This design comes from an exercise in tuning for small area and a short achievable clock period on the open sky130 flow, not from production work.
Only simulation tests tie the RTL to the original design; equivalence was not proved.
Power is estimated from default activity; no workload was simulated.

--- design.v ---
`timescale 1ns / 1ps
module pcpu(
    input clock,
    input enable,
    input reset,
    input start,
    input [15:0] i_datain,
    input [15:0] d_datain,
    output [7:0] i_addr,
    output [7:0] d_addr,
    output d_we,
    output [15:0] d_dataout
    );
    reg state;
    wire run = (state == 1'b1);
    reg w_halt;
    always @(posedge clock)
        if (reset)
            state <= 1'b0;
        else if (!run)
            state <= enable & start;
        else
            state <= enable & ~w_halt;
    reg [15:0] gr[0:7];
    reg [15:0] wdata;
    reg w_we;
    reg [2:0] w_dst;
    genvar g;
    generate
        for (g = 0; g < 8; g = g + 1) begin : rf
            always @(posedge clock)
                if (reset | (run & w_we & (w_dst == g)))
                    gr[g] <= wdata;
        end
    endgenerate
    reg [7:0] pc;
    reg [4:0] id_op;
    reg [10:0] id_f;
    reg [15:0] mem_c;
    wire taken;
    always @(posedge clock or posedge reset)
        if (reset) begin
            pc <= 8'b0;
            id_op <= 5'b0_0000;
        end else if (run) begin
            pc <= taken ? mem_c[7:0] : pc + 8'd1;
            id_op <= i_datain[15:11];
        end
    wire [4:0] f_op = i_datain[15:11];
    wire f_r1 = (f_op == 5'b1_0000) | (f_op == 5'b1_0011) | (f_op == 5'b0_1001) | (f_op == 5'b0_1011)
              | (f_op == 5'b1_1001) | (f_op[4:3] == 2'b11 && f_op[2:1] != 2'b00);
    wire f_store = (f_op == 5'b0_0011);
    reg [2:0] id_sa, id_sq;
    always @(posedge clock)
        if (run) begin
            id_f <= i_datain[10:0];
            id_sa <= f_r1 ? i_datain[10:8] : i_datain[6:4];
            id_sq <= f_store ? i_datain[10:8] : i_datain[2:0];
        end
    wire [4:0] op = id_op;
    wire [2:0] r1 = id_f[10:8];
    wire [7:0] imm = id_f[7:0];
    wire d_jump  = (op == 5'b1_1000);
    wire d_store = (op == 5'b0_0011);
    wire d_load  = (op == 5'b0_0010);
    wire d_shl   = (op == 5'b0_0100) | (op == 5'b0_0101);
    wire d_shr   = (op == 5'b0_0110) | (op == 5'b0_0111);
    wire d_and   = (op == 5'b0_1101);
    wire d_or    = (op == 5'b0_1110);
    wire d_xor   = (op == 5'b0_1111);
    wire d_subc  = (op == 5'b1_0010);
    wire d_addc  = (op == 5'b1_0001);
    wire d_sub   = (op == 5'b0_1010) | (op == 5'b0_1011) | (op == 5'b0_1100) | (op == 5'b1_0011);
    wire d_r3    = (op == 5'b0_1000) | (op == 5'b1_0001) | (op == 5'b0_1010) | (op == 5'b1_0010)
                 | (op == 5'b0_1100) | (op == 5'b0_1101) | (op == 5'b0_1110) | (op == 5'b0_1111);
    wire d_hi    = (op == 5'b1_0000) | (op == 5'b1_0011);
    wire d_v3    = d_load | d_store | d_shl | d_shr;
    wire d_fl    = d_shl | d_shr | d_and | d_or | d_xor | d_sub | d_subc | d_addc
                 | (op == 5'b0_1000) | (op == 5'b0_1001) | (op == 5'b1_0000);
    wire d_wr    = d_fl & (op != 5'b0_1100) | d_load;
    wire d_br    = (op[4:3] == 2'b11);
    wire d_halt  = (op == 5'b0_0001);
    wire [15:0] port_a = gr[id_sa];
    wire [15:0] port_q = gr[id_sq];
    wire [15:0] rev_a;
    genvar k;
    generate
        for (k = 0; k < 16; k = k + 1) begin : rv
            assign rev_a[k] = port_a[15 - k];
        end
    endgenerate
    wire [15:0] a_next;
    assign a_next[15:8] = d_shl ? rev_a[15:8] : port_a[15:8];
    assign a_next[7:0]  = d_jump ? 8'b0 : d_shl ? rev_a[7:0] : port_a[7:0];
    wire [15:0] b_val;
    assign b_val[3:0]  = d_r3 ? port_q[3:0] : d_hi ? 4'b0 : imm[3:0];
    assign b_val[7:4]  = (d_r3 | d_store) ? port_q[7:4] : (d_hi | d_v3) ? 4'b0 : imm[7:4];
    assign b_val[15:8] = (d_r3 | d_store) ? port_q[15:8] : d_hi ? imm : 8'b0;
    wire d_neg = d_sub | d_subc;
    reg [15:0] ex_a, ex_b;
    reg ex_add, ex_and, ex_or, ex_xor, ex_shl, ex_shr, ex_ca, ex_cb;
    reg ex_ld;
    reg [2:0] ex_brt, ex_dst;
    reg ex_fl, ex_st, ex_br, ex_halt, ex_we;
    always @(posedge clock)
        if (run) begin
            ex_a <= a_next;
            ex_b <= d_neg ? ~b_val : b_val;
            ex_add <= ~(d_and | d_or | d_xor | d_shl | d_shr);
            ex_and <= d_and;
            ex_or <= d_or;
            ex_xor <= d_xor;
            ex_shl <= d_shl;
            ex_shr <= d_shr;
            ex_ca <= d_addc | d_subc;
            ex_cb <= d_neg;
            ex_ld <= d_load;
            ex_brt <= {op[2:1], d_store ? port_q[3] : op[0]};
            ex_dst <= d_store ? port_q[2:0] : r1;
        end
    always @(posedge clock or posedge reset)
        if (reset) begin
            ex_fl <= 1'b0;
            ex_st <= 1'b0;
            ex_br <= 1'b0;
            ex_halt <= 1'b0;
            ex_we <= 1'b0;
        end else if (run) begin
            ex_fl <= d_fl;
            ex_st <= d_store;
            ex_br <= d_br;
            ex_halt <= d_halt;
            ex_we <= d_wr;
        end
    reg zf, nf, cf;
    wire cin = ex_ca ? (cf ^ ex_cb) : ex_cb;
    wire [15:0] b_add = {ex_b[15:8], ex_b[7:4] & {4{~ex_st}}, ex_b[3:0]};
    wire [17:0] sum18 = {1'b0, ex_a, 1'b1} + {1'b0, b_add, cin};
    wire [15:0] sum = sum18[16:1];
    wire cout = sum18[17];
    wire [16:0] sh = {ex_a, cf} >> ex_b[3:0];
    reg [15:0] alu;
    integer j;
    always @(*)
        for (j = 0; j < 16; j = j + 1)
            alu[j] = (ex_add & sum[j])
                   | (ex_and & (ex_a[j] & ex_b[j]))
                   | (ex_or  & (ex_a[j] | ex_b[j]))
                   | (ex_xor & (ex_a[j] ^ ex_b[j]))
                   | (ex_shl & sh[16 - j])
                   | (ex_shr & sh[j + 1]);
    wire cf_next = (ex_add & (cout ^ ex_cb)) | ((ex_shl | ex_shr) & sh[0]);
    reg [7:0] smdr1;
    reg m_ld;
    reg [2:0] m_brt, m_dst;
    reg dw, m_fl, m_br, m_halt, m_we;
    always @(posedge clock)
        if (run) begin
            mem_c[7:0] <= alu[7:0];
            mem_c[15:8] <= ex_st ? ex_b[15:8] : alu[15:8];
            smdr1 <= {ex_b[7:4], ex_brt[0], ex_dst};
            m_ld <= ex_ld;
            m_brt <= ex_brt;
            m_dst <= ex_dst;
        end
    always @(posedge clock or posedge reset)
        if (reset) begin
            cf <= 1'b0;
            dw <= 1'b0;
            m_fl <= 1'b0;
            m_br <= 1'b0;
            m_halt <= 1'b0;
            m_we <= 1'b0;
        end else if (run) begin
            if (ex_fl)
                cf <= cf_next;
            dw <= ex_st;
            m_fl <= ex_fl;
            m_br <= ex_br;
            m_halt <= ex_halt;
            m_we <= ex_we;
        end
    wire flag = m_brt[2] ? (m_brt[1] ? cf : nf) : zf;
    assign taken = m_br & ((m_brt[2:1] == 2'b00) | (flag ^ m_brt[0]));
    assign i_addr = pc;
    assign d_addr = mem_c[7:0];
    assign d_we = dw;
    assign d_dataout = {mem_c[15:8], smdr1};
    always @(posedge clock or posedge reset)
        if (reset) begin
            zf <= 1'b0;
            nf <= 1'b0;
            wdata <= 16'b0;
            w_halt <= 1'b0;
            w_we <= 1'b0;
        end else if (run) begin
            if (m_fl) begin
                zf <= (mem_c == 16'b0);
                nf <= mem_c[15];
            end
            wdata <= m_ld ? d_datain : mem_c;
            w_halt <= m_halt;
            w_we <= m_we;
        end
    always @(posedge clock)
        if (run)
            w_dst <= m_dst;
endmodule
--- run.sh ---
#!/bin/bash
# synth_recipe.tcl (not shown) runs the flow's synth.tcl, then flattens the netlist and writes it again
# the make line also repeats each setting of config.mk as NAME=value (left out here)
make -C /OpenROAD-flow-scripts/flow DESIGN_CONFIG=/design/flow/config.mk WORK_HOME=/design/flow/orfs CLKGATE_MAP_FILE= SYNTH_SCRIPT=/design/flow/synth_recipe.tcl finish
--- config.mk ---
export PLATFORM = sky130hd
export DESIGN_NAME = pcpu
export DESIGN_NICKNAME = pcpu
export VERILOG_FILES = /design/flow/design.v
export SDC_FILE = /design/flow/constraint.sdc
export NUM_CORES = 4
export LEC_CHECK = 0
export CAP_MARGIN = 20
export CORE_MARGIN = 2
export CORE_UTILIZATION = 60
export CTS_BUF_LIST = sky130_fd_sc_hd__clkbuf_4 sky130_fd_sc_hd__clkbuf_8
export SETUP_SLACK_MARGIN = 2.8
export SLEW_MARGIN = 20
--- constraint.sdc ---
create_clock -name core_clock -period 5.0 [get_ports {clock}]
set_input_delay 1.0000 -clock core_clock [delete_from_list [all_inputs] [get_ports {clock}]]
set_output_delay 1.0000 -clock core_clock [all_outputs]
set_load 0.01 [all_outputs]
==> run summary, run 1 <==
Outcome:
- The flow ran to the end and the layout has no timing, DRC or antenna violations.

Floorplan:
- The initial standard-cell utilization of the core is 61.5%.
- The overall die area is 0.0255 mm^2.
- After floorplanning, the core was sized to cover 0.0236 mm^2.
- The count of pins on the block boundary is 69.
- The floorplan has 56 rows.
- The floorplan step set the die width to 160 um.
- In this run the vertical extent of the chip is 160 um.

Critical path:
- Along the worst path, the maximum fanout reaches 4.
- The endpoint arrival time on the critical path is between 2 and 3 ns.
- In this run the critical register-to-register path is captured at mem_c[9].
- In this run the register-to-register setup slack is 2.46 ns.
- The critical path launch point is ex_cb.
- The kind of start point of the critical path is a register.
- The depth of the worst register-to-register path is 9.
- The category of the worst setup path capture point is a register.
- The start of the worst register-to-register path is ex_cb.
- The critical path ends at mem_c[9].
- The classification of the worst setup path is reg -> reg.
- The data required time of the critical path is 5.29 ns.

Synthesis:
- Counting flops with an async set or reset pin after synthesis yields a share of 16.5%.
- The register bit total from synthesis is 267.
- The number of enable flip-flop cells after synthesis is between 200 and 250.
- The post-synth net total is ~1300.
- The area share of the largest cell type after synthesis is 45.9%.
- The synthesis warning total is 2.
- The flip-flop cell with the highest count after synthesis is sky130_fd_sc_hd__edfxtp_1.
- Summed over all instances, the cell type with the most area after synthesis is sky130_fd_sc_hd__edfxtp_1.
- A synthesized cell averages 11.7 um^2.
- The mapped netlist covers 0.0145 mm^2.
- Counting every instance in the synthesized netlist gives 1244.
- The count of different cell masters after synthesis is 77.
- The share of the Yosys chip area taken by registers is 53.6%.
- Yosys attributes the largest share of cell area to sky130_fd_sc_hd__edfxtp_1 46%, sky130_fd_sc_hd__dfrtp_1 7.6%, sky130_fd_sc_hd__mux4_2 4.5%.

STA:
- The aggregate negative setup slack is 0 ns.
- The count of final max-slew check failures was 0.
- Headroom to the max-slew limit came out at 39.4%.
- Counting I/O delays and the setup requirement, the final critical path takes 2.54 ns.
- The number of failing hold endpoints at the final stage was 0.
- Setup repair after global routing could not meet its margin everywhere.
- The timing-limited maximum frequency is 0.393 GHz.
- Hold is met by 0.418 ns.
- Setup violations remaining at the end of the flow were counted as 0.
- The actual transition at the worst max-transition pin is 0.909 ns.
- The post-layout worst setup margin is between 2 and 2.5 ns.
- The post-route clock skew is 0.0404 ns.
- Dividing the final minimum period by the clock period gives 50.8%.

CTS:
- Counting the buffers created by CTS gives 45.
- The worst-skew pair later-pin latency is 0.59 ns.
- In this run the clock root is driven by a sky130_fd_sc_hd__clkbuf_8.
- The TritonCTS clock tree is yes.
- The maximum buffer depth of the clock tree is 3.
- CTS saw 267 sinks.
- After clock tree synthesis, the clock-pin slew on the worst setup and hold paths is 0.06 ns.
- The maximum level of the CTS H-tree is 2.

Detailed routing:
- The DRC marker count from the first detailed-route iteration is 1898.
- Dividing the detail-routed wire length by the instance count gives 26.0 um.
- After detailed routing, the number of remaining DRC violations is 0.
- The count of nets left with antenna violations once routing finished came out at 0.
- The first detailed-routing pass ran for 5 iterations.
- The number of vias per cell is about 6.7.
- The detailed-route wire length is 46300 um.
- The via count of the routed design is 11900.

Global route:
- The number of antenna violations at the first check in global routing is 1.
- The global-route wire length before repair is 66600 um.
- Entering global routing, the biggest net connects 67 pins.
- The number of global-route vias before repair is ~11000.
- The combined global-route utilization of all metal layers is 34.6%.
- Global routing finished with a remaining overflow of 0.

Power:
- The leakage power of the design is approximately 0.0069 uW.
- The largest vdd supply drop is 396 uV.
- For this design the ratio of total power to cell area is 370 mW/mm^2.

Cells and area:
- Leaving out fill and tap cells, the most frequent cells in the layout are 222 x sky130_fd_sc_hd__edfxtp_1, 110 x sky130_fd_sc_hd__buf_4, 98 x sky130_fd_sc_hd__nand2_1.
- Compared with the post-synthesis result, the final layout area differs by 26.7%.
- In the final layout, the multi-input gates occupy 0.00703 mm^2.
- At the end of the flow, the number of nets in the layout was 1504.
- The antenna cell count is 0.
- The count of fill cells added during filler insertion is 1488.
- Registers take about 0.008 mm^2.
- Of the cells placed in the final design, the portion with a size suffix greater than 1 is about a third.
- The most common cell after layout, fill and taps aside is sky130_fd_sc_hd__edfxtp_1.

Worst hold path:
- The path class of the tightest hold or removal check is reg -> reg.
- The launch point of the worst hold path is ex_brt[2].

Placed design:
- Port buffering added slightly below 70 buffers.
- After legalization and detailed placement, the total HPWL measured 30100 um.
- The setup slack after placement is 2.03 ns.
- The weighted congestion reported at the end of routability-driven placement is 0.996.

Job:
- Across the run, the number of max-cap violations was 0.
==> critical path: stages, from the launching register on <==
cell	delay [ns]
sky130_fd_sc_hd__edfxtp_1	0.50
sky130_fd_sc_hd__xor2_4	0.24
sky130_fd_sc_hd__fa_2	0.38
sky130_fd_sc_hd__nor2b_4	0.15
sky130_fd_sc_hd__o31ai_4	0.08
sky130_fd_sc_hd__a311o_2	0.41
sky130_fd_sc_hd__buf_6	0.15
sky130_fd_sc_hd__and3_4	0.14
sky130_fd_sc_hd__o21ai_2	0.15
sky130_fd_sc_hd__a22oi_2	0.07
==> flip-flops by register name, summed over array words and instances (netlist names), 5 cells and up <==
register,cells
id_f,11
smdr1,8
pc,8
wdata,16
id_op,5
ex_b,16
gr,128
mem_c,16
ex_a,16
==> synth_stat cells, types with 5 or more instances <==
master / n
sky130_fd_sc_hd__a211oi_1: 6
sky130_fd_sc_hd__a21o_1: 8
sky130_fd_sc_hd__a21oi_1: 85
sky130_fd_sc_hd__a221oi_1: 18
sky130_fd_sc_hd__a22oi_1: 18
sky130_fd_sc_hd__a2bb2oi_1: 6
sky130_fd_sc_hd__a31oi_1: 8
sky130_fd_sc_hd__a32oi_1: 10
sky130_fd_sc_hd__and2_1: 8
sky130_fd_sc_hd__and3_1: 10
sky130_fd_sc_hd__buf_1: 5
sky130_fd_sc_hd__buf_2: 19
sky130_fd_sc_hd__buf_4: 9
sky130_fd_sc_hd__clkbuf_1: 38
sky130_fd_sc_hd__dfrtp_1: 44
sky130_fd_sc_hd__edfxtp_1: 222
sky130_fd_sc_hd__ha_1: 37
sky130_fd_sc_hd__inv_1: 55
sky130_fd_sc_hd__mux2_2: 40
sky130_fd_sc_hd__mux2i_1: 51
sky130_fd_sc_hd__mux4_2: 29
sky130_fd_sc_hd__nand2_1: 104
sky130_fd_sc_hd__nand2b_1: 24
sky130_fd_sc_hd__nand3_1: 39
sky130_fd_sc_hd__nand3b_1: 12
sky130_fd_sc_hd__nor2_1: 71
sky130_fd_sc_hd__nor2b_1: 20
sky130_fd_sc_hd__nor3_1: 6
sky130_fd_sc_hd__o211ai_1: 10
sky130_fd_sc_hd__o21a_1: 5
sky130_fd_sc_hd__o21ai_0: 68
sky130_fd_sc_hd__o21ai_1: 5
sky130_fd_sc_hd__o221ai_1: 8
sky130_fd_sc_hd__o22ai_1: 20
sky130_fd_sc_hd__o2bb2ai_1: 9
sky130_fd_sc_hd__o31ai_1: 7
sky130_fd_sc_hd__or3_1: 7
sky130_fd_sc_hd__xnor2_1: 19
sky130_fd_sc_hd__xor2_1: 8
==> kinds of logic (layout without fill, tap and decap cells) <==
family	Yosys count	in the layout	share of synthesized area, %
AO/OA/AOI/OAI	329	329	14.8
XOR/XNOR	27	27	1.63
adder cells (fa/ha/maj)	38	38	3.32
buffers and inverters	135	356	4.11
flip-flops	267	267	53.6
multiplexers	124	124	11.6
AND/OR/NAND/NOR	324	325	10.8
==> power by group <==
part           total, uW  internal (uW)  switching [uW]
Clock               2060           1150             907
Sequential          3070           2770             305
Combinational       1680            785             894
==> layout make-up <==
cell class / instances / share of cell area [%]
clock inverters: 18 / 0.782
clock buffers: 65 / 4.38
inverters: 58 / 1.40
multi-input cells: 843 / 38.2
flip-flops and latches: 267 / 42.4
well taps: 319 / 2.17
repair inverters: 1 / 0.0408
repair buffers: 214 / 10.7
==> metrics by stage <==
step	power [uW]	utilization (%)	instance area (um^2)	std cells
after CTS	6600	74.5	17600	1745
final	6810	78.0	18400	1785
after floorplan	3930	-	14800	1244
after global placement	4380	66.0	15600	1570
after detailed placement	4410	66.0	15600	1570
after global routing	7060	78.0	18400	1785
==> worst min path at each step <==
stage                          end  slack [ns]  depth (start not counted)
after floorplan           m_brt[1]        0.40                          0
after global placement    smdr1[0]        0.40                          0
after detailed placement  m_brt[2]        0.40                          0
after CTS                 m_brt[2]        0.42                          0
after global routing      smdr1[0]        0.42                          0
final                     m_brt[2]        0.42                          0
==> what timing repair did <==
| item | 4_1_cts | 5_1_grt |
|---|---|---|
| gates resized for setup | 191 | 123 |
| setup buffers | 91 | 37 |
| cloned | 1 | 3 |
| hold buffers | 0 | 0 |
| pin swaps | 22 | 42 |
| setup endpoints to repair | 215 | 114 |
| hold endpoints to repair | 0 | 0 |
==> layer usage <==
layer  share of wire, %  vias up  wire [um]  global-route usage, %
li1                   -     5139          -                      -
met1                 38     5781      17800                   47.5
met2                 46      806      21100                   53.9
met3                 12      160       5340                   8.57
met4                4.4        2       2030                   12.7
met5              0.017        -          8                      0
==> run 2: changes to the inputs <==
==> flow/run.sh (new file) <==
#!/bin/bash
# The standard layout, with the port buffers made of buf_2 cells instead of the
# resizer's default pick; each tool's output is in flow.log here.
set -euo pipefail
bash standard.sh BUFFER_PORTS_ARGS="-buffer_cell sky130_fd_sc_hd__buf_2" finish > flow.log 2>&1
==> standard.sh (new file) <==
#!/bin/bash
# synth_recipe.tcl (not shown) runs the flow's synth.tcl, then flattens the netlist and writes it again
# the make line also repeats each setting of config.mk as NAME=value (left out here)
make -C /OpenROAD-flow-scripts/flow DESIGN_CONFIG=/design/flow/config.mk WORK_HOME=/design/flow/orfs CLKGATE_MAP_FILE= SYNTH_SCRIPT=/design/flow/synth_recipe.tcl "${@:-finish}"
==> config.mk (replaced) <==
export PLATFORM = sky130hd
export DESIGN_NAME = pcpu
export DESIGN_NICKNAME = pcpu
export VERILOG_FILES = /design/flow/design.v
export SDC_FILE = /design/flow/constraint.sdc
export NUM_CORES = 4
export LEC_CHECK = 0
export CAP_MARGIN = 0
export CORE_MARGIN = 2
export CORE_UTILIZATION = 40
export CTS_CLUSTER_DIAMETER = 100
export CTS_CLUSTER_SIZE = 20
export SETUP_SLACK_MARGIN = 2.6
export SLEW_MARGIN = 0
removed: run.sh
==> run 2 against run 1 <==
  * Largest power group unchanged
  * Clock skew down 0.024 ns
  * Utilization down 31 points
  * Area after synthesis unchanged
  * Die area grew 49%
  * Cell count rose by 1.5%
  * Design area shrank 8.6%
  * Global-route usage decreased by 12 points
==> run summary, run 2 <==
STA:
- The post-route clock skew is 0.0166 ns.
- Setup violations remaining at the end of the flow were counted as 0.
- The clock period minus final worst setup slack is 2.53 ns.
- Setup repair after global routing could not meet its margin everywhere.
- The worst path uses 50.6% of the clock period.
- The tightest slew margin relative to the limit is a little over two fifths.
- For the pin with the worst max-slew slack, the measured transition is roughly 0.87 ns.
- For the final routed database, the setup TNS stands at 0 ns.
- The number of failing hold endpoints at the final stage is 0.
- Timing would allow up to 0.395 GHz.
- The count of final max-slew check failures came to 0.

Placed design:
- The weighted congestion reported at the end of routability-driven placement is approximately 0.94.
- During placement, the flow inserted port buffers numbering 68.
- Summing all placed instances gives a cell area of 0.0154 mm^2.
- Summed over all nets, the half-perimeter wirelength after detailed placement is 30300 um.

CTS:
- The clock reaches the later pin of the worst-skew pair after 0.52 ns.
- Clock tree synthesis inserted a total of 18 buffers.
- In this run, post-CTS hold repair placed 0 buffers.
- The clock net in this run drives a total of between 200 and 300 sinks.
- TritonCTS built the clock tree.
- The maximum buffer depth of the clock tree is 3.
- The tree is rooted in a sky130_fd_sc_hd__clkbuf_16.
- The register clock-pin slew on the reported worst setup and hold paths is 0.09 ns.
- The maximum level of the CTS H-tree is 1.

Synthesis:
- Multiplexer cells account for 11.6% of the synthesized area.
- Of the total synthesized cell area, the portion taken by AND, OR, NAND and NOR gates is between 10% and 20%.
- The number of nets handed over by synthesis was about 1300.
- In this run the cell area of the synthesized design comes to 0.0145 mm^2.
- The netlist uses 77 different library cells.
- The synthesized design contains 267 register bits.
- The cell count after synthesis is 1244.
- After synthesis, the cell types taking the most area are sky130_fd_sc_hd__edfxtp_1 46%, sky130_fd_sc_hd__dfrtp_1 7.6%, sky130_fd_sc_hd__mux4_2 4.5%.
- The dominant combinational cell family by area after synthesis is compound AO/OA/AOI/OAI gates.
- Summed over all instances, the cell type with the most area after synthesis is sky130_fd_sc_hd__edfxtp_1.
- The most common cell in the synthesized netlist is sky130_fd_sc_hd__edfxtp_1.
- In the synthesized netlist the async set-or-reset flop fraction comes to between 10% and 20%.
- The flip-flop cell with the highest count after synthesis is sky130_fd_sc_hd__edfxtp_1.
- Summed over its instances, the top area cell type makes up 45.9% of the synthesized netlist area.
- After Yosys synthesis, XOR and XNOR cells account for under 10% of the synthesized area.
- After synthesis, the most frequently instantiated cells are 222 x sky130_fd_sc_hd__edfxtp_1, 104 x sky130_fd_sc_hd__nand2_1, 85 x sky130_fd_sc_hd__a21oi_1, 71 x sky130_fd_sc_hd__nor2_1, 68 x sky130_fd_sc_hd__o21ai_0.
- A synthesized cell averages approximately 12 um^2.
- Of the synthesized area, sequential elements account for 53.6%.
- After Yosys synthesis, full adders, half adders and majority gates account for 3.32% of the synthesized area.
- The synthesis warning total is 2.
- Summing the areas of all compound-gate instances in the mapped netlist gives between 10% and 20% of the synthesized area.
- The number of enable flip-flop cells after synthesis is 222.

Detailed routing:
- The post-detailed-route wirelength per cell is between 20 and 25 um.
- The via count of the routed design is 10900.
- The number of iterations in the first detailed-routing pass is 5.
- After detailed routing, the number of remaining DRC violations is 0.
- The DRC marker count from the first detailed-route iteration is around 1300.
- After detailed routing, the number of vias per cell comes to roughly 6.0.
- For this block, the routed nets add up to 43800 um of wire.
- The number of nets with antenna violations after detailed routing is 0.

Floorplan:
- The count of pins on the block boundary is 69.
- The core outline area is 0.0357 mm^2.
- The row count is 69.
- The initial standard-cell utilization of the core is 40.7%.
- The overall die width is approximately 190 um.
- The die covers 0.0379 mm^2.
- The height of the chip is 195 um.

Global route:
- The number of global-route vias before repair was between 10000 and 15000.
- The global-route wire length before repair is 65400 um.
- The total overflow left after global routing is 0.
- The number of antenna violations at the first check in global routing is 0.
- Entering global routing, the biggest net connects 60 pins.
- In the global route stage, overall resource usage came out at 22.7%.

Cells and area:
- The fraction of final layout cells sized beyond drive strength 1 is 23.8%.
- The final non-filler cell area is 0.0168 mm^2.
- The count of nets after finishing is 1418.
- In the layout the commonest cells are 222 x sky130_fd_sc_hd__edfxtp_1, 102 x sky130_fd_sc_hd__nand2_1, 82 x sky130_fd_sc_hd__a21oi_1.
- The area growth from synthesis to layout is 15.8%.
- The register with the most flip-flops in the layout has 128 of them.
- The register with the most flip-flops is gr.
- The most common cell after layout, fill and taps aside is sky130_fd_sc_hd__edfxtp_1.
- 0 antenna diodes ended up in the layout.
- The count of fill cells added during filler insertion is 3246.

Critical path:
- STA puts the critical path data required time at about 5.3 ns.
- The worst setup path is of the reg -> reg kind.
- The endpoint arrival time on the critical path is 2.80 ns.
- The category of the worst setup path capture point is a register.
- The delay contributed by the slowest stage of the critical path is a little under 0.5 ns.
- The cell family contributing the most delay on the critical path is compound AO/OA/AOI/OAI gates.
- The number of buffers and inverters on the critical path is 0.
- Walking the worst path, the cells encountered are xor2_4 > fa_2 > nor2b_4 > o31ai_2 > a311o_2 > a211oi_2 > o31a_1 > a22oi_2.
- The cell at the slowest stage of the critical path is sky130_fd_sc_hd__edfxtp_1.
- The kind of start point of the critical path is a register.
- In this run the worst path has a maximum fanout of 4.

Power:
- In this run the static leakage power is 0.00623 uW.
- The cell area power density is ~360 mW/mm^2.
- IR analysis of the VDD net gives a maximum drop of 249 uV.

Worst hold path:
- The path class of the tightest hold or removal check is reg -> reg.

Job:
- The max-capacitance violation count is 0.

Outcome:
- The run finished with no timing, DRC or antenna violations.
## run 2: cells by family after synthesis
| group | after synthesis |
|---|---|
| AO/OA/AOI/OAI | 329 |
| XOR/XNOR | 27 |
| adder cells (fa/ha/maj) | 38 |
| buffers and inverters | 135 |
| flip-flops | 267 |
| multiplexers | 124 |
| AND/OR/NAND/NOR | 324 |
## run 2: metal layers
layer | global-route usage (%) | wire length [um]
met5 | 0 | 0
met3 | 4.08 | 3330
met4 | 8.23 | 1840
met1 | 31.9 | 18900
met2 | 35.5 | 19700
## run 2: cell type report
| type | instances | area [um^2] | area share (%) |
|---|---|---|---|
| Inverter | 58 | 239 | 1.42 |
| Clock buffer | 23 | 512 | 3.04 |
| Clock inverter | 4 | 61.3 | 0.365 |
| Tap cell | 461 | 577 | 3.43 |
| Sequential cell | 267 | 7790 | 46.3 |
| Multi-Input combinational cell | 842 | 6510 | 38.7 |
| Timing Repair Buffer | 157 | 1130 | 6.70 |
## run 2: path summary, 6_finish.rpt
path / start / endpoint / slack [ns] / cells after the start
worst max-delay path: ex_cb / mem_c[15] / 2.47 / 8
worst min-delay path: ex_brt[1] / m_brt[1] / 0.42 / 0
worst max register to register: ex_cb / mem_c[15] / 2.47 / 8
worst min register to register: ex_brt[1] / m_brt[1] / 0.42 / 0
max in group asynchronous: reset / id_op[4] / 4.06 / 2
min in group asynchronous: reset / w_halt / 0.53 / 2
## run 2: worst reg2reg max path, cell delays in order, from the launching register on
cell                       delay, ns
sky130_fd_sc_hd__edfxtp_1       0.49
sky130_fd_sc_hd__xor2_4         0.22
sky130_fd_sc_hd__fa_2           0.39
sky130_fd_sc_hd__nor2b_4        0.14
sky130_fd_sc_hd__o31ai_2        0.07
sky130_fd_sc_hd__a311o_2        0.44
sky130_fd_sc_hd__a211oi_2       0.29
sky130_fd_sc_hd__o31a_1         0.18
sky130_fd_sc_hd__a22oi_2        0.06
## run 2: timing repair
action / 4_1_cts / 5_1_grt
resized for setup: 32 / 46
buffers inserted: 35 / 32
pin swaps: 7 / 15
cloned: 0 / 1
setup endpoints to repair: 159 / 33
## run 2: stage by stage
stage / power, uW / util [%] / hold WS [ns] / instances / worst slack, ns
finish: 6030 / 47.2 / 0.422 / 1812 / 2.47
global route: 6300 / 47.2 / 0.439 / 1812 / 2.41
CTS: 5960 / 45.9 / 0.422 / 1779 / 2.51
detailed placement: 4350 / 43.1 / 0.406 / 1717 / 1.98
global placement: 4330 / 43.1 / 0.404 / 1717 / 2.10
floorplan: 3900 / - / 0.400 / 1244 / 2.37
## run 2: report_power, final
part | internal (uW) | switching [uW] | leakage, uW
combinational | 620 | 784 | 0.00338
clock | 787 | 780 | 0.000281
sequential | 2760 | 297 | 0.00257
total | 4170 | 1860 | 0.00623
==> run 3: changes to the inputs <==
--- a/config.mk
+++ b/config.mk
@@ -5,6 +5,7 @@
 export SDC_FILE = /design/flow/constraint.sdc
 export NUM_CORES = 4
 export LEC_CHECK = 0
+export ABC_AREA = 1
 export CAP_MARGIN = 0
 export CORE_MARGIN = 2
 export CORE_UTILIZATION = 40
==> run 3 against run 2 <==
  * Routed wire length grew 7.1%
  * Flip-flop and latch count is the same
  * Worst setup slack gained 0.16 ns
  * Count of clock-buffer cells in the layout grew 6
  * Global-route usage grew 1.3 points
  * First-iteration DRC count shrank 9.3%
  * Fmax grew 6.8%
  * Power shrank 1.4%
  * Synthesized cell count grew 37%
  * Critical path type unchanged
  * Largest cell class unchanged
==> run summary, run 3 <==
Floorplan:
- 69 I/O pins were placed.
- The die is 195 um wide.
- The initial utilization of the core area, before any placement, comes to 40.8%.
- The region available for standard cell placement spans 0.0357 mm^2.
- The height of the chip is 195 um.
- The floorplan step defined a die boundary enclosing 0.0380 mm^2.
- The row count is 69.

STA:
- The post-route clock skew is 0.0201 ns.
- The tightest slew margin relative to the limit is 48.8%.
- The count of final max-slew check failures is 0.
- The aggregate negative setup slack is 0 ns.
- The portion of the clock cycle consumed by the worst path in the final layout is a little under half.
- The actual transition at the worst max-transition pin is roughly 0.77 ns.
- The number of failing hold endpoints at the final stage came to 0.
- The timing-limited maximum frequency is 0.422 GHz.
- The smallest clock period supported by the final layout is computed as 2.37 ns.
- Setup repair after global routing could not meet its margin everywhere.
- The setup-violating endpoint count in the final report is 0.

Synthesis:
- The post-synth net total is around 1800.
- The area share of the largest cell type after synthesis is 45.7%.
- The synthesis warning total is 2.
- The synthesized cell area is 0.0146 mm^2.
- A synthesized cell averages 8.58 um^2.
- Ranked by instance count, the synthesized netlist is headed by 352 x sky130_fd_sc_hd__nand2_1, 244 x sky130_fd_sc_hd__inv_1, 222 x sky130_fd_sc_hd__edfxtp_1, 199 x sky130_fd_sc_hd__nor2_1, 159 x sky130_fd_sc_hd__nand3_1.
- The flip-flop cell with the highest count after synthesis is sky130_fd_sc_hd__edfxtp_1.
- The dominant cell by count in the synthesized netlist is sky130_fd_sc_hd__nand2_1.
- The number of enable flip-flop cells after synthesis is 222.
- The share of flip-flops with an asynchronous set or reset is 16.5%.
- After synthesis, the cell types taking the most area are sky130_fd_sc_hd__edfxtp_1 46%, sky130_fd_sc_hd__nand2_1 9.1%, sky130_fd_sc_hd__dfrtp_1 7.6%.
- After synthesis, flip-flops and latches occupy between 50% and 60% of the total area.
- The synthesized design spends more area on one cell type than any other, namely sky130_fd_sc_hd__edfxtp_1.
- Yosys mapped the design onto 44 distinct sky130hd cell types.
- In this run, synthesis produced a sequential element count of 267.
- Synthesis produced 1699 cells.

Detailed routing:
- The via count of the routed design is ~12000.
- For this run, the detailed router's first-pass iteration total came to 6.
- The DRC marker count from the first detailed-route iteration is 1203.
- Wires add up to 46900 um.
- The number of nets with antenna violations after detailed routing is 0.
- In the final routed layout, each cell accounts on average for 20.9 um.
- Using the TritonRoute via totals, the vias-per-cell ratio works out to 5.57.
- The number of DRC violations after detailed routing is 0.

Global route:
- The remaining global-route overflow is 0.
- The combined global-route utilization of all metal layers is 24.1%.
- The maximum number of pins on one net before global-route repair is 57.
- The number of antenna violations at the first check in global routing was 1.
- The number of global-route vias before repair came to ~12000.
- The global-route wire length before repair is approximately 70000 um.

Cells and area:
- The number of antenna diodes in the final layout is 0.
- The area growth from synthesis to layout is 13.7%.
- The register with the most flip-flops in the layout has ~130 of them.
- Fill cells in the final layout number 3562.
- The top cell types in the final layout, fill and taps aside, are 348 x sky130_fd_sc_hd__nand2_1, 238 x sky130_fd_sc_hd__inv_1, 222 x sky130_fd_sc_hd__edfxtp_1.
- Leaving out fill and tap cells, the most frequent cell in the layout is sky130_fd_sc_hd__nand2_1.
- The fraction of final layout cells sized beyond drive strength 1 is a little over a tenth.
- The fraction of the core area covered by cells at the end of the flow is 46.4%.
- The net count of the finished layout is about 1800.
- Counting flops per register, the top entry is gr.

Power:
- The analysis attributes to cell leakage a power of 0.00712 uW.
- For this design the ratio of total power to cell area is 359 mW/mm^2.
- The worst-case IR drop observed on VDD is between 200 and 250 uV.

Critical path:
- The endpoint arrival time on the critical path is approximately 2.5 ns.
- The depth of the worst register-to-register path is 2.
- STA classifies the critical path startpoint as a register.
- Along the worst path, the maximum fanout reaches 56.
- The start of the worst register-to-register path is state.
- Data on the critical path is required at its endpoint by 5.16 ns.
- The setup check on the worst reg-to-reg path leaves a slack of 2.63 ns.
- Tracing the worst setup path back leads to its startpoint at state.
- The worst setup path is of the reg -> reg kind.
- In this run the critical register-to-register path is captured at gr[1][6].
- The worst setup path is captured at a register.

CTS:
- The clock net in this run drives a total of 267 sinks.
- TritonCTS built the clock tree.
- The CTS root buffer is sky130_fd_sc_hd__clkbuf_16.
- TritonCTS created 18 clock buffers.
- The worst-skew pair later-pin latency is between 0.5 and 0.6 ns.
- In this run the number of H-tree levels came out at 1.
- The register clock-pin slew on the reported worst setup and hold paths is 0.09 ns.
- No sink is reached through more buffers than the 3 on the longest clock path.

Placed design:
- The weighted congestion reported at the end of routability-driven placement is roughly 0.98.
- Summed over all nets, the half-perimeter wirelength after detailed placement is ~34000 um.
- The count of buffers added on input and output ports is between 60 and 70.

Worst hold path:
- The launch point of the worst hold path is ex_brt[1].
- Counting instances, the worst hold path has a depth of 0.
- The path with the worst hold slack has its endpoint at m_brt[1].
- The path class of the tightest hold or removal check is reg -> reg.

Job:
- The max-capacitance violation count is 0.

Outcome:
- The run finished with no timing, DRC or antenna violations.
==> run 3: changes by cell type in the layout (fill, tap and decap cells not counted), moves of 31 or more <==
cell,change
sky130_fd_sc_hd__nor2_1,+129
sky130_fd_sc_hd__buf_4,-51
sky130_fd_sc_hd__inv_1,+189
sky130_fd_sc_hd__nand3_1,+111
sky130_fd_sc_hd__o22ai_1,+31
sky130_fd_sc_hd__nand2_1,+246
sky130_fd_sc_hd__o21ai_0,+70
sky130_fd_sc_hd__mux2_2,-40
sky130_fd_sc_hd__mux2i_1,-51
==> run 3: area by class of cell <==
cell class                      instances  area (um^2)  area share (%)
Clock buffer                           29          533            3.22
Multi-Input combinational cell       1121         5850            35.3
Tap cell                              461          577            3.48
Sequential cell                       267         7790            47.0
Inverter                              251          962            5.80
Timing Repair Buffer                  108          817            4.93
Timing Repair inverter                  2         10.0          0.0604
Clock inverter                          3         33.8           0.204
==> run 3: how the worst max path moves through the flow <==
stage / end / slack (ns) / cells past startpoint
after floorplan: gr[4][0] / 2.61 / 3
after global placement: mem_c[9] / 2.08 / 12
after detailed placement: mem_c[6] / 2.01 / 11
after CTS: gr[7][15] / 2.41 / 2
after global routing: gr[1][7] / 2.50 / 2
final: gr[1][6] / 2.63 / 2
==> run 3: cells by family (layout without fill, tap and decap cells) <==
group                    Yosys count  in the layout  synth area share [%]
flip-flops                       267            267                  53.4
AO/OA/AOI/OAI                    308            308                  12.2
buffers and inverters            311            393                  8.32
adder cells (fa/ha/maj)           38             38                  3.31
AND/OR/NAND/NOR                  767            767                  22.3
XOR/XNOR                           8              8                 0.481
==> run 3: critical path: stages (launching register included) <==
cell,delay (ns)
sky130_fd_sc_hd__dfxtp_4,0.79
sky130_fd_sc_hd__nand3b_1,0.48
sky130_fd_sc_hd__o21ai_4,0.69
==> run 3: timing repair <==
item | CTS | global route
resized for setup | 23 | 38
endpoints found under the setup margin | 188 | 140
cloned | 2 | 2
hold buffers | 0 | 0
buffers inserted | 6 | 25
pin swaps | 0 | 11
==> run 3: routing by layer <==
layer | global-route usage (%) | wire length, um | vias to the layer above
li1 | - | - | 5881
met1 | 33.4 | 20000 | 5984
met2 | 38.1 | 21400 | 520
met3 | 4.30 | 3830 | 98
met4 | 8.14 | 1680 | 0
met5 | 0 | 0 | -
==> run 3: stage by stage <==
step,cell area (um^2),setup slack [ns],std cells,total power [uW],hold slack (ns)
after floorplan,14600,2.61,1699,3860,0.400
after global placement,15300,2.08,2175,4310,0.403
after detailed placement,15300,2.01,2175,4330,0.406
after CTS,16100,2.41,2215,5880,0.427
after global routing,16600,2.50,2242,6230,0.437
final,16600,2.63,2242,5940,0.425
==> run 3: power breakdown <==
part / internal [uW] / total [uW] / switching [uW]
clock network: 751 / 1560 / 805
logic: 455 / 1360 / 900
registers: 2770 / 3030 / 265
==> run 4: changes to the inputs <==
--- a/config.mk
+++ b/config.mk
@@ -11,5 +11,5 @@
 export CORE_UTILIZATION = 40
 export CTS_CLUSTER_DIAMETER = 100
 export CTS_CLUSTER_SIZE = 20
-export SETUP_SLACK_MARGIN = 2.6
+export SETUP_SLACK_MARGIN = 2.8
 export SLEW_MARGIN = 0
==> run 4 against run 3 <==
  * Power down 0.15%
  * Critical path depth up 10
  * Sequential power about the same
  * Worst setup slack better by 0.00061 ns
  * Utilization up 1.7 points
  * Routed wire length up 2.5%
  * First-iteration DRC count up 33%
  * Via count up 2.6%
  * Clock skew down 0.0054 ns
  * Sequential share of layout area down 1.6 points
  * Flip-flop and latch count unchanged
  * Clock power down 9.6%
==> run summary, run 4 <==
Cells and area:
- The register with the most flip-flops in the layout has 128 of them.
- Once layout is complete, the cells apart from fillers number 2293.
- The area of the multi-input gates is slightly above 0.006 mm^2.
- Leaving out fill and tap cells, the most frequent cells in the layout are 337 x sky130_fd_sc_hd__nand2_1, 236 x sky130_fd_sc_hd__inv_1, 222 x sky130_fd_sc_hd__edfxtp_1.
- The count of fill cells added during filler insertion is between 3000 and 4000.
- The most common cell after layout, fill and taps aside is sky130_fd_sc_hd__nand2_1.
- Cells fill 48.1% of the core in the end.
- The area growth from synthesis to layout is 17.8%.
- The register with the most flip-flops is gr.
- The post-route netlist has ~16% of its cells at a drive strength greater than 1.
- The area used by sequential logic in the layout is 0.00780 mm^2.
- The count of nets after finishing is 1894.

Global route:
- The combined global-route utilization of all metal layers is 24.7%.
- The maximum number of pins on one net before global-route repair is 55.
- The first global-routing pass estimated slightly above 70000 um of wire.
- The number of global-route vias before repair was 11900.
- The number of antenna violations at the first check in global routing is 0.
- Global routing finished with a remaining overflow of 0.

Synthesis:
- The synthesis warning total is 2.
- Synthesis handed over a netlist of 1699 instances.
- The synthesized design contains 222 enable-type register cells.
- The flip-flop cell with the highest count after synthesis is sky130_fd_sc_hd__edfxtp_1.
- Synthesis instantiated between 40 and 50 different standard cells from the library.
- The commonest cells after synthesis are 352 x sky130_fd_sc_hd__nand2_1, 244 x sky130_fd_sc_hd__inv_1, 222 x sky130_fd_sc_hd__edfxtp_1, 199 x sky130_fd_sc_hd__nor2_1, 159 x sky130_fd_sc_hd__nand3_1.
- The post-synth net total is 1773.
- By instance count, the leading cell after synthesis is sky130_fd_sc_hd__nand2_1.
- The synthesized cell area is 0.0146 mm^2.
- Sequential cells were found to cover 53.4% of the synthesized design area.
- The cell accounting for the most synthesized area is sky130_fd_sc_hd__edfxtp_1.
- The share of synthesized area in the top cell type comes to 45.7%.
- The synthesized design contains between 200 and 300 register bits.
- By area the synthesized netlist is led by sky130_fd_sc_hd__edfxtp_1 46%, sky130_fd_sc_hd__nand2_1 9.1%, sky130_fd_sc_hd__dfrtp_1 7.6%.
- The synthesized area per cell is 8.58 um^2.
- For this run, asynchronously set or reset flops after synthesis account for 16.5%.

STA:
- After layout, the worst path uses between 40% and 50% of the clock period.
- The number of failing hold endpoints at the final stage was 0.
- Across the routed clock network, the largest skew measured is 0.0147 ns.
- Static timing analysis puts the maximum clock frequency at about 0.42 GHz.
- Setup repair after global routing could not meet its margin everywhere.
- The aggregate negative setup slack is 0 ns.
- At the pin with the least slew margin, the transition time is roughly 0.75 ns.
- The minimum hold slack is roughly 0.42 ns.
- Headroom to the max-slew limit came out at roughly 50%.
- Setup violations remaining at the end of the flow were counted as 0.
- After layout, the minimum clock period comes to around 2.4 ns.
- The count of final max-slew check failures is 0.
- The post-layout worst setup margin is ~2.6 ns.

Placed design:
- The setup slack after placement is 2.09 ns.
- Including well taps, the total number of placed cells is 2174.
- In this run the tool buffered the top-level ports with 68 buffer cells.
- Routability-driven placement finished with a final weighted congestion of 0.943.
- The wire-length estimate of the detail-placed layout is around 33000 um.

Detailed routing:
- After the first detailed-routing iteration, the DRC count stood at between 1500 and 2000.
- The detail route stage leaves a number of antenna-violating nets equal to 0.
- After detailed routing, the number of vias per cell comes to 5.59.
- The post-detailed-route wirelength per cell is ~21 um.
- After detailed routing, the total wire length is 48100 um.
- In the routed design, unresolved DRC markers number 0.
- For this run, the detailed router's first-pass iteration total came to 8.
- The final route contains 12800 vias.

Floorplan:
- The floorplan step defined a die boundary enclosing 0.0380 mm^2.
- The height of the chip is 195 um.
- Pin placement for this block handled 69 I/O pins.
- Once the floorplan was initialized, standard cells occupied between 40 and 50% of the core.
- The row count is 69.
- The core region is 0.0357 mm^2.
- The overall die width is 195 um.

CTS:
- Clock-pin slew was measured on the worst setup and hold paths at ~0.09 ns.
- TritonCTS built the clock tree.
- The number of buffers inserted by hold repair at cts is 0.
- The maximum level of the CTS H-tree is 1.
- The CTS root buffer is sky130_fd_sc_hd__clkbuf_16.
- Clock latency on the worst-skew pair, taken at its later pin, is 0.52 ns.
- In this run the deepest clock path goes through 3 buffers.
- The total CTS buffers is 17.
- The clock net in this run drives a total of approximately 270 sinks.

Critical path:
- The startpoint identified for the worst register-to-register timing path is ex_ca.
- STA puts the critical path data required time at 5.21 ns.
- Of all nets on the critical path, the largest fanout is 4.
- The critical path launch point is ex_ca.
- The capture point of the worst path is mem_c[7].
- The endpoint arrival time on the critical path is 2.58 ns.
- STA classifies the critical path endpoint as a register.
- Across all register-to-register paths, the minimum setup slack is 2.63 ns.
- The kind of start point of the critical path is a register.
- The depth of the worst register-to-register path is 12.
- The worst setup path is of the reg -> reg kind.
- In this run the critical register-to-register path is captured at mem_c[7].

Power:
- The cell area power density is 346 mW/mm^2.
- The leakage power of the design is 0.00740 uW.
- Across the VDD grid, the largest voltage drop is ~250 uV.

Outcome:
- The run finished with no timing, DRC or antenna violations.

Job:
- The max-capacitance violation count is 0.

Worst hold path:
- Counting instances, the worst hold path has a depth of 0.
- In this run the worst hold path is classified as reg -> reg.
run 4: cell types whose count changed in the layout (fill, tap and decap cells not counted), sizes merged:
cell and delta:
buf +51, clkbuf -3, bufbuf +2, clkinv +2, inv -2, diode +1
run 4: how the worst min path moves through the flow:
stage,startpoint,endpoint,slack [ns]
global placement,ex_ld,m_ld,0.40
CTS,ex_brt[1],m_brt[1],0.42
floorplan,ex_brt[1],m_brt[1],0.40
detailed placement,ex_dst[0],smdr1[0],0.41
global route,ex_brt[1],m_brt[1],0.44
finish,ex_brt[1],m_brt[1],0.42
run 4: power breakdown:
part	internal (uW)	switching (uW)	total [uW]
Clock	650	764	1410
Sequential	2770	252	3020
Combinational	549	953	1500
Total	3970	1970	5940
run 4: cells by family (layout without fill, tap and decap cells):
family                   count (synthesis)  count (layout)  synth area share, %
AO/OA/AOI/OAI                          308             308                 12.2
XOR/XNOR                                 8               8                0.481
adder cells (fa/ha/maj)                 38              38                 3.31
buffers and inverters                  311             443                 8.32
flip-flops                             267             267                 53.4
other                                    0               1                    0
AND/OR/NAND/NOR                        767             767                 22.3
run 4: repair_timing:
action,CTS,global route
pin swaps,12,29
setup buffers,52,32
endpoints found under the setup margin,224,82
endpoints found under the hold margin,0,0
gates cloned,4,0
gates resized for setup,58,58
run 4: stage by stage:
step	total power (uW)	area, um^2
after floorplan	3860	14700
after global placement	4300	15400
after detailed placement	4330	15400
after CTS	5830	16700
after global routing	6230	17200
final	5940	17200
run 4: final cells by class:
| type | count | area share, % |
|---|---|---|
| Sequential cell | 267 | 45.4 |
| Multi-Input combinational cell | 1121 | 35.4 |
| Timing Repair Buffer | 160 | 7.34 |
| Inverter | 251 | 5.61 |
| Tap cell | 461 | 3.36 |
| Clock buffer | 27 | 2.70 |
| Clock inverter | 3 | 0.146 |
| Timing Repair inverter | 2 | 0.0583 |
| Antenna cell | 1 | 0.0146 |
run 4: layer usage:
metal	GRT usage (%)	up-vias	part of all wire [%]
met3	2.59	122	7.6
met2	38.8	602	44
met4	9.25	0	4.2
met5	0	-	0
li1	-	5989	-
met1	35.5	6094	44
run 4: worst max-delay path, stage by stage, from the launching register on:
cell                       delay, ns
sky130_fd_sc_hd__edfxtp_1       0.44
sky130_fd_sc_hd__nand2_1        0.08
sky130_fd_sc_hd__nand2_1        0.07
sky130_fd_sc_hd__nand2_2        0.11
sky130_fd_sc_hd__inv_2          0.05
sky130_fd_sc_hd__fa_2           0.35
sky130_fd_sc_hd__nand3b_1       0.20
sky130_fd_sc_hd__nand2_2        0.14
sky130_fd_sc_hd__nand3_2        0.08
sky130_fd_sc_hd__nand2_2        0.09
sky130_fd_sc_hd__a21oi_1        0.06
sky130_fd_sc_hd__o21ai_1        0.14
sky130_fd_sc_hd__nand4_1        0.24
==> run 5: changes to the inputs <==
==> config.mk (replaced) <==
export PLATFORM = sky130hd
export DESIGN_NAME = pcpu
export DESIGN_NICKNAME = pcpu
export VERILOG_FILES = /design/flow/design.v
export SDC_FILE = /design/flow/constraint.sdc
export NUM_CORES = 4
export LEC_CHECK = 0
export CAP_MARGIN = 20
export CORE_MARGIN = 2
export CORE_UTILIZATION = 55
export CTS_CLUSTER_DIAMETER = 100
export CTS_CLUSTER_SIZE = 20
export SETUP_SLACK_MARGIN = 2.6
export SLEW_MARGIN = 20
==> run 5 against run 4 <==
  * Critical path depth is 3 lower
  * Sequential power hardly changed
  * Worst setup slack worse by 0.20 ns
  * Non-clock buffer count is 13 lower
  * Clock power hardly changed
  * Utilization is 16 points higher
  * Worst hold slack better by 0.0053 ns
  * Flip-flop and latch count stayed put
  * Largest cell class unchanged
  * Largest power group unchanged
==> run summary, run 5 <==
Cells and area:
- In the layout the commonest cells are 222 x sky130_fd_sc_hd__edfxtp_1, 100 x sky130_fd_sc_hd__nand2_1, 82 x sky130_fd_sc_hd__a21oi_1.
- Leaving out fill and tap cells, the most frequent cell in the layout is sky130_fd_sc_hd__edfxtp_1.
- The count of fill cells added during filler insertion is between 2000 and 2500.
- The antenna cell count is 0.
- At the end of the flow the core is filled with cells to roughly 64%.
- Compared with the post-synthesis result, the final layout area differs by 14.6%.
- The register with the most flip-flops is gr.
- The register with the most flip-flops in the layout has 128 of them.
- After the last flow step, the layout net total stands at ~1400.
- Of the cells placed in the final design, the portion with a size suffix greater than 1 is 23.1%.

Global route:
- The combined global-route utilization of all metal layers is 30.4%.
- The remaining global-route overflow is 0.
- Entering global routing, the biggest net connects 65 pins.
- The number of antenna violations at the first check in global routing is 1.
- The number of global-route vias before repair was slightly above 10000.
- The global-route wire length before repair is between 60000 and 70000 um.

Critical path:
- The category of the worst setup path capture point is a register.
- STA puts the critical path data arrival time at 2.83 ns.
- The slowest stage of the critical path is the sky130_fd_sc_hd__edfxtp_1 cell.
- The capture point of the worst path is mem_c[13].
- The start of the worst register-to-register path is ex_cb.
- The critical path crosses 9 cells after its start point.
- The kind of start point of the critical path is a register.
- Walking the worst path, the cells encountered are xor2_4 > fa_2 > nor2b_4 > o31ai_4 > a311o_1 > buf_4 > a21oi_2 > or4_1 > nand3_2.
- The number of buffers and inverters on the critical path is 1.
- The cell family contributing the most delay on the critical path is compound AO/OA/AOI/OAI gates.
- The worst register-to-register path has a depth of 9.
- The internal reg-to-reg setup slack is 2.43 ns.
- Along the worst path, the maximum fanout reaches 5.
- The critical path launch point is ex_cb.
- STA puts the critical path data required time at 5.26 ns.
- The delay contributed by the slowest stage of the critical path is approximately 0.51 ns.
- The classification of the worst setup path is reg -> reg.
- The destination of the worst register-to-register timing path is mem_c[13].

STA:
- The post-layout worst setup margin is 2.43 ns.
- For the pin with the worst max-slew slack, the measured transition is 0.934 ns.
- Timing would allow up to 0.389 GHz.
- Clock skew on the completed layout was measured at 0.0353 ns.
- The number of failing hold endpoints at the final stage is 0.
- Setup repair after global routing could not meet its margin everywhere.
- The aggregate negative setup slack is 0 ns.
- In this run the tightest slew margin relative to its limit is 37.7%.
- The portion of the clock cycle consumed by the worst path in the final layout is 51.4%.
- For the finished layout, the period the worst path requires is 2.57 ns.
- The setup-violating endpoint count in the final report is 0.
- The count of final max-slew check failures is 0.

Synthesis:
- In this run, synthesis produced a sequential element count of 267.
- Yosys mapped the design onto 77 distinct sky130hd cell types.
- The synthesized area per cell is around 12 um^2.
- The cell accounting for the most synthesized area is sky130_fd_sc_hd__edfxtp_1.
- The sequential cell area fraction in the yosys report is between 50 and 60%.
- In the post-synthesis netlist, the biggest area contributors are sky130_fd_sc_hd__edfxtp_1 46%, sky130_fd_sc_hd__dfrtp_1 7.6%, sky130_fd_sc_hd__mux4_2 4.5%.
- The flip-flop cell with the highest count after synthesis is sky130_fd_sc_hd__edfxtp_1.
- Synthesis produced roughly 1200 cells.
- By instance count, the leading cell after synthesis is sky130_fd_sc_hd__edfxtp_1.
- By count the netlist is led by 222 x sky130_fd_sc_hd__edfxtp_1, 104 x sky130_fd_sc_hd__nand2_1, 85 x sky130_fd_sc_hd__a21oi_1, 71 x sky130_fd_sc_hd__nor2_1, 68 x sky130_fd_sc_hd__o21ai_0.
- Synthesis produced a netlist with a net count of 1318.
- The share of flip-flops with an asynchronous set or reset is 16.5%.
- For this run, the number of Yosys warnings is 2.
- The top cell type by area accounts for between 40 and 50% of the synthesized area.
- The cell area that synthesis handed to floorplanning was 0.0145 mm^2.
- Counting flops with a built-in enable in the synthesized netlist gives 222.

Detailed routing:
- In the final routed layout, each cell accounts on average for 25.8 um.
- In the routed layout, each cell is associated on average with a via count of 6.54.
- The number of iterations in the first detailed-routing pass is 6.
- The number of nets with antenna violations after detailed routing is 0.
- For this run, design rule violations remaining after detail routing come to 0.
- After detailed routing, the total wire length is 43300 um.
- The first routing iteration left 1405 violations.
- The via count of the routed design is between 10000 and 15000.

CTS:
- The maximum level of the CTS H-tree is 1.
- The CTS root buffer is sky130_fd_sc_hd__clkbuf_16.
- The maximum buffer depth of the clock tree is 3.
- TritonCTS built the clock tree.
- The number of buffers inserted by hold repair at cts is 0.
- Counting the buffers created by CTS gives 17.
- For the worst-skew pair, the clock arrives at the later sink with an insertion delay of about 0.53 ns.
- The register clock-pin slew on the reported worst setup and hold paths is 0.09 ns.
- CTS saw 267 sinks.

Placed design:
- At the placement stage, the worst setup path has a slack of roughly 2.1 ns.
- The wire-length estimate of the detail-placed layout is 29600 um.
- The count of buffers added on input and output ports is 68.
- Routability-driven placement finished with a final weighted congestion of 0.961.

Worst hold path:
- The min-delay analysis places its worst path in the category reg -> reg.
- The worst hold path was traced through 0 stages.

Floorplan:
- The total area inside the core boundary comes to between 0.02 and 0.03 mm^2.
- Measured along the x axis, the die boundary spans 167 um.
- The die covers 0.0277 mm^2.
- The height of the chip is ~170 um.
- Once the floorplan was initialized, standard cells occupied 55.9% of the core.
- In this run the count of I/O pins placed on the die edge is 69.
- Row generation in the floorplan step produced slightly below 60 rows.

Outcome:
- The run finished with no timing, DRC or antenna violations.

Power:
- Power spread over the standard cell area amounts to roughly 350 mW/mm^2.
- The analysis attributes to cell leakage a power of 0.00619 uW.
- The worst-case IR drop observed on VDD is between 300 and 400 uV.

Job:
- Max-cap violations in this run came to 0.
-- run 5: changes by cell type in the layout (fill, tap and decap cells not counted), moves of 30 or more --
cell,change
sky130_fd_sc_hd__nor2_1,-127
sky130_fd_sc_hd__mux2_2,+39
sky130_fd_sc_hd__nand3_1,-100
sky130_fd_sc_hd__o22ai_1,-30
sky130_fd_sc_hd__o21ai_0,-63
sky130_fd_sc_hd__mux2i_1,+49
sky130_fd_sc_hd__nand2_1,-237
sky130_fd_sc_hd__inv_1,-187
-- run 5: worst min-delay path by stage --
stage	from	endpoint
2_1_floorplan	ex_brt[1]	m_brt[1]
3_3_place_gp	ex_dst[2]	smdr1[2]
3_5_place_dp	ex_dst[2]	smdr1[2]
4_1_cts	ex_brt[0]	smdr1[3]
5_1_grt	ex_brt[1]	m_brt[1]
6_report	ex_brt[0]	smdr1[3]
-- run 5: kinds of logic after synthesis --
logic type / after synthesis / synth area share (%)
and+or+nand+nor: 324 / 10.8
DFF: 267 / 53.6
muxes: 124 / 11.6
AOI/OAI and AO/OA: 329 / 14.8
buffers and inverters: 135 / 4.11
xor gates and xnor gates: 27 / 1.63
adders and majority gates: 38 / 3.32
-- run 5: final cells by class --
type	instances	area [um^2]	area share (%)
multi-input cells	842	6550	39.4
repair buffers	147	1150	6.89
clock buffers	28	467	2.80
clock inverters	2	25.0	0.150
flip-flops and latches	267	7800	46.8
inverters	58	236	1.42
well taps	335	419	2.52
-- run 5: power breakdown --
part           internal [uW]  switching, uW
clock                    655            747
sequential              2760            292
combinational            626            784
total                   4040           1820
-- run 5: metal layers --
layer  wire, um  global-route usage [%]  vias to the layer above
met1      18600                    44.8                     5444
met5         11                       0                        -
li1           -                       -                     4897
met2      19600                    46.6                      553
met3       3660                    4.37                       85
met4       1450                    10.1                        2
-- run 5: per-stage QoR --
stage	cells	power (uW)	area, um^2	hold WS, ns
3_5_place_dp	1589	4330	15200	0.405
2_1_floorplan	1244	3900	14700	0.400
5_1_grt	1679	6120	16600	0.437
3_3_place_gp	1589	4310	15200	0.403
4_1_cts	1651	5800	16200	0.424
6_report	1679	5870	16600	0.423
-- run 5: timing repair --
item,in CTS,in global routing
resized for setup,41,45
pin swaps,13,16
setup endpoints to repair,98,53
gates cloned,1,2
setup buffers,31,26
==> run 6: changes to the inputs <==
--- a/config.mk
+++ b/config.mk
@@ -7,8 +7,8 @@
 export LEC_CHECK = 0
 export CAP_MARGIN = 20
 export CORE_MARGIN = 2
-export CORE_UTILIZATION = 55
+export CORE_UTILIZATION = 40
 export CTS_CLUSTER_DIAMETER = 100
-export CTS_CLUSTER_SIZE = 20
+export CTS_CLUSTER_SIZE = 30
 export SETUP_SLACK_MARGIN = 2.6
 export SLEW_MARGIN = 20
==> run 6 against run 5 <==
  * Critical path depth is 1 lower
  * Sequential power about the same
  * Synthesized cell count unchanged
  * First-iteration DRC count is 15% lower
  * Worst setup slack better by 0.014 ns
  * Via count rose by 0.44%
  * Fmax increased by 0.55%
  * Cell count is 7.9% higher
  * Critical endpoint is now mem_c[15]
==> run summary, run 6 <==
Placed design:
- In this run, placement finished with an instance count of ~1700.
- At the end of routability-driven placement, the weighted congestion stood at 0.943.
- Detailed placement ended at an HPWL of 30300 um.
- During placement, the flow inserted port buffers numbering 68.

Cells and area:
- The post-route netlist has 23.6% of its cells at a drive strength greater than 1.
- The library cell used most frequently in the layout, excluding fill and tap cells, is sky130_fd_sc_hd__edfxtp_1.
- The antenna cell count is 0.
- After filler insertion, the fill cell instance count of the layout stands at 3225.
- Counting flops per register, the top entry is gr.
- The area of the multi-input gates is 0.00652 mm^2.
- The register with the most flip-flops in the layout has 128 of them.
- Across the whole layout, storage elements account for 0.00779 mm^2.
- The top cell types in the final layout, fill and taps aside, are 222 x sky130_fd_sc_hd__edfxtp_1, 102 x sky130_fd_sc_hd__nand2_1, 82 x sky130_fd_sc_hd__a21oi_1.
- The non-filler instance count after layout is 1811.
- Relative to the synthesized area, the layout overhead comes to 15.4%.
- The fraction of the core area covered by cells at the end of the flow is 47.0%.
- The final layout contains 1416 nets.

Critical path:
- The endpoint arrival time on the critical path is 2.83 ns.
- The internal reg-to-reg setup slack is 2.44 ns.
- Counting both buffers and inverters, the worst setup path holds a total of 1.
- In this run the critical register-to-register path is launched from ex_a[0].
- The cell at the slowest stage of the critical path is sky130_fd_sc_hd__edfxtp_1.
- The kind of start point of the critical path is a register.
- The delay contributed by the slowest stage of the critical path is 0.54 ns.
- For the worst flop-to-flop path, the logic depth is 8.
- The cell family contributing the most delay on the critical path is compound AO/OA/AOI/OAI gates.
- At the worst endpoint, the required time is between 5 and 6 ns.
- The classification of the worst setup path is reg -> reg.
- The category of the worst setup path capture point is a register.
- The largest fanout on the critical path is 5.
- Traced cell by cell, the critical path runs through inv_1 > fa_2 > nor2b_4 > o31ai_2 > a311o_2 > a211oi_2 > o31a_1 > a22oi_2.
- The destination of the worst register-to-register timing path is mem_c[15].

Synthesis:
- The dominant cell by count in the synthesized netlist is sky130_fd_sc_hd__edfxtp_1.
- sky130_fd_sc_hd__edfxtp_1 takes more of the synthesized area than any other cell.
- Summing the sequential cell areas from Yosys gives ~54% of the chip area.
- The synthesized area per cell is ~12 um^2.
- The number of enable flip-flop cells after synthesis is 222.
- The post-synth net total is 1318.
- The register bit total from synthesis is ~270.
- The commonest cells after synthesis are 222 x sky130_fd_sc_hd__edfxtp_1, 104 x sky130_fd_sc_hd__nand2_1, 85 x sky130_fd_sc_hd__a21oi_1, 71 x sky130_fd_sc_hd__nor2_1, 68 x sky130_fd_sc_hd__o21ai_0.
- The flip-flop cell with the highest count after synthesis is sky130_fd_sc_hd__edfxtp_1.
- Summing every instance area after synthesis gives 0.0145 mm^2.
- The count of different cell masters after synthesis is 77.
- The share of flip-flops with an asynchronous set or reset is 16.5%.
- Yosys attributes the largest share of cell area to sky130_fd_sc_hd__edfxtp_1 46%, sky130_fd_sc_hd__dfrtp_1 7.6%, sky130_fd_sc_hd__mux4_2 4.5%.
- In this run the biggest area consumer among cell types represents 45.9% of the synthesized area.
- The synthesis warning total is 2.
- Synthesis produced a netlist whose cell count is 1244.

STA:
- Static timing analysis puts the maximum clock frequency at slightly below 0.4 GHz.
- The worst pin sits at a relative slew slack of between 40 and 50%.
- The count of final max-slew check failures came to 0.
- The post-route clock skew is approximately 0.038 ns.
- Summed over all failing endpoints, the final setup total negative slack is 0 ns.
- The worst path uses 51.1% of the clock period.
- Setup repair after global routing could not meet its margin everywhere.
- Counting I/O delays and the setup requirement, the final critical path takes 2.56 ns.
- At the pin with the least slew margin, the transition time is 0.889 ns.
- The number of failing hold endpoints at the final stage came to 0.
- Setup violations remaining at the end of the flow were counted as 0.

Detailed routing:
- The post-detailed-route wirelength per cell is 24.5 um.
- Dividing the detail-routed via count by the number of cells gives about 6.1.
- The first TritonRoute pass finished after 7 iterations.
- The routed design has 44300 um of wire.
- The number of DRC violations after detailed routing is 0.
- Once detail routing completed, the nets flagged for antenna violations numbered 0.
- In this run, the number of DRC markers left after iteration 0 of detailed routing was roughly 1200.
- For this block, the via count after detailed routing is 11000.

CTS:
- CTS built an H-tree with a depth of 1.
- After clock tree synthesis, the flow added hold-fix buffers numbering 0.
- Counting the buffers created by CTS gives 14.
- The register clock-pin slew on the reported worst setup and hold paths is between 0.1 and 0.15 ns.
- The worst-skew pair later-pin latency is ~0.53 ns.
- The maximum buffer depth of the clock tree is 3.
- TritonCTS built the clock tree.
- The clock drives 267 sinks.
- The CTS root buffer is sky130_fd_sc_hd__clkbuf_16.

Global route:
- The remaining global-route overflow is 0.
- Across every metal layer, demand over resource in global routing totals between 20% and 30%.
- The number of global-route vias before repair came to 10500.
- The number of antenna violations at the first check in global routing is 0.
- The global-route wire length before repair is 65500 um.
- The maximum number of pins on one net before global-route repair is 60.

Floorplan:
- In this run the core area contains about 70 standard-cell rows.
- The height of the chip is between 150 and 200 um.
- The core outline area is 0.0357 mm^2.
- From left edge to right edge, the die measures 195 um.
- The die covers approximately 0.038 mm^2.
- For this configuration, the core starts out at a cell density of 40.7%.
- In this run the count of I/O pins placed on the die edge is 69.

Power:
- The worst-case IR drop observed on VDD is 344 uV.
- For this design the ratio of total power to cell area is 349 mW/mm^2.
- The analysis attributes to cell leakage a power of 0.00620 uW.

Worst hold path:
- For hold timing, the worst endpoint is m_brt[1].
- The tightest min-delay check is of the reg -> reg type.
- Counting instances, the worst hold path has a depth of 0.
- The launch point of the worst hold path is ex_brt[1].

Outcome:
- The run finished with no timing, DRC or antenna violations.

Job:
- The tool flagged a number of max-cap violations equal to 0.
## run 6: cell count changes in the layout (fill, tap and decap cells not counted), moves of 3 or more
cell	previous run	this run
sky130_fd_sc_hd__buf_12	11	4
sky130_fd_sc_hd__clkbuf_1	11	5
sky130_fd_sc_hd__o21ai_1	12	9
sky130_fd_sc_hd__buf_4	61	79
sky130_fd_sc_hd__o21ai_0	51	55
## run 6: area by class of cell
class	instances	share of cell area, %
multi-input cells	842	38.9
repair buffers	159	6.95
flip-flops and latches	267	46.5
inverters	58	1.43
clock inverters	4	0.470
well taps	461	3.44
clock buffers	20	2.35
## run 6: cells by family (layout without fill, tap and decap cells)
group | after synthesis | count (layout) | share of synthesized area, %
flip-flops | 267 | 267 | 53.6
AND/OR/NAND/NOR | 324 | 324 | 10.8
adder cells (fa/ha/maj) | 38 | 38 | 3.32
XOR/XNOR | 27 | 27 | 1.63
AO/OA/AOI/OAI | 329 | 329 | 14.8
buffers and inverters | 135 | 241 | 4.11
multiplexers | 124 | 124 | 11.6
## run 6: worst max path at each step
stage                 start         to  slack (ns)  cells after the start
global placement    ex_b[1]  mem_c[11]        2.10                      8
detailed placement  ex_b[1]  mem_c[11]        1.98                      8
finish              ex_a[0]  mem_c[15]        2.44                      8
CTS                   ex_st  mem_c[15]        2.52                      9
global route          ex_cb  mem_c[15]        2.38                      8
floorplan             state   gr[0][0]        2.37                      4
## run 6: timing repair
item	4_1_cts	5_1_grt
setup endpoints to repair	143	36
buffers inserted	35	32
pin swaps	8	13
resized for setup	36	41
cloned	0	3
## run 6: through the flow
step / worst slack, ns / total power, uW / hold slack, ns / area [um^2]
floorplan: 2.37 / 3900 / 0.400 / 14700
global placement: 2.10 / 4330 / 0.404 / 15400
detailed placement: 1.98 / 4350 / 0.406 / 15400
CTS: 2.52 / 5780 / 0.431 / 16300
global route: 2.38 / 6100 / 0.448 / 16800
finish: 2.44 / 5860 / 0.430 / 16800
## run 6: metal layers
layer | vias up | GRT usage (%) | share of wire [%]
met4 | 0 | 8.60 | 3.9
met5 | - | 0 | 0
li1 | 4916 | - | -
met1 | 5536 | 32.1 | 43
met2 | 499 | 35.6 | 46
met3 | 78 | 3.16 | 7.2
## run 6: report_power, final
group | internal (uW) | switching (uW) | total, uW
logic | 627 | 792 | 1420
registers | 2760 | 298 | 3060
clock network | 594 | 782 | 1380
## run 6: worst register-to-register path, cell delays in order (launching register included)
cell	delay, ns
sky130_fd_sc_hd__edfxtp_1	0.54
sky130_fd_sc_hd__inv_1	0.15
sky130_fd_sc_hd__fa_2	0.43
sky130_fd_sc_hd__nor2b_4	0.14
sky130_fd_sc_hd__o31ai_2	0.08
sky130_fd_sc_hd__a311o_2	0.45
sky130_fd_sc_hd__a211oi_2	0.28
sky130_fd_sc_hd__o31a_1	0.18
sky130_fd_sc_hd__a22oi_2	0.05

## static timing again, ports no longer ideal
How much do the figures lean on ideal ports? The routed layouts below were timed once more, with nothing changed but the port constraints.
Step 1 assumes that a clkbuf_16 drives the clock port and a buf_2 every other input.
Step 2 adds t to the input delays and takes it off the output delays; t is the mean of the earliest and latest rising clock arrival at the registers after step 1. Input paths then give back, and output paths get back, about the clock's delay inside the block.
a / b / c = no drivers / after step 1 / after step 2; a / b = the first two.
run	t, ns	setup WS [ns]	worst setup path after step 2
run 1	0.609	2.458 / 2.458 / 2.274	input to register
run 2	0.560	2.468 / 2.468 / 2.393	input to register
run 3	0.561	2.629 / 2.629 / 2.518	input to register
run 4	0.566	2.630 / 2.630 / 2.527	input to register
run 5	0.564	2.429 / 2.429 / 2.318	input to register
run 6	0.559	2.443 / 2.443 / 2.409	input to register
After both steps setup and hold are still met in every run listed. For run 1, which loses most, drivers alone change the setup slack by 0.000 ns; drivers and shift together by -0.184 ns.
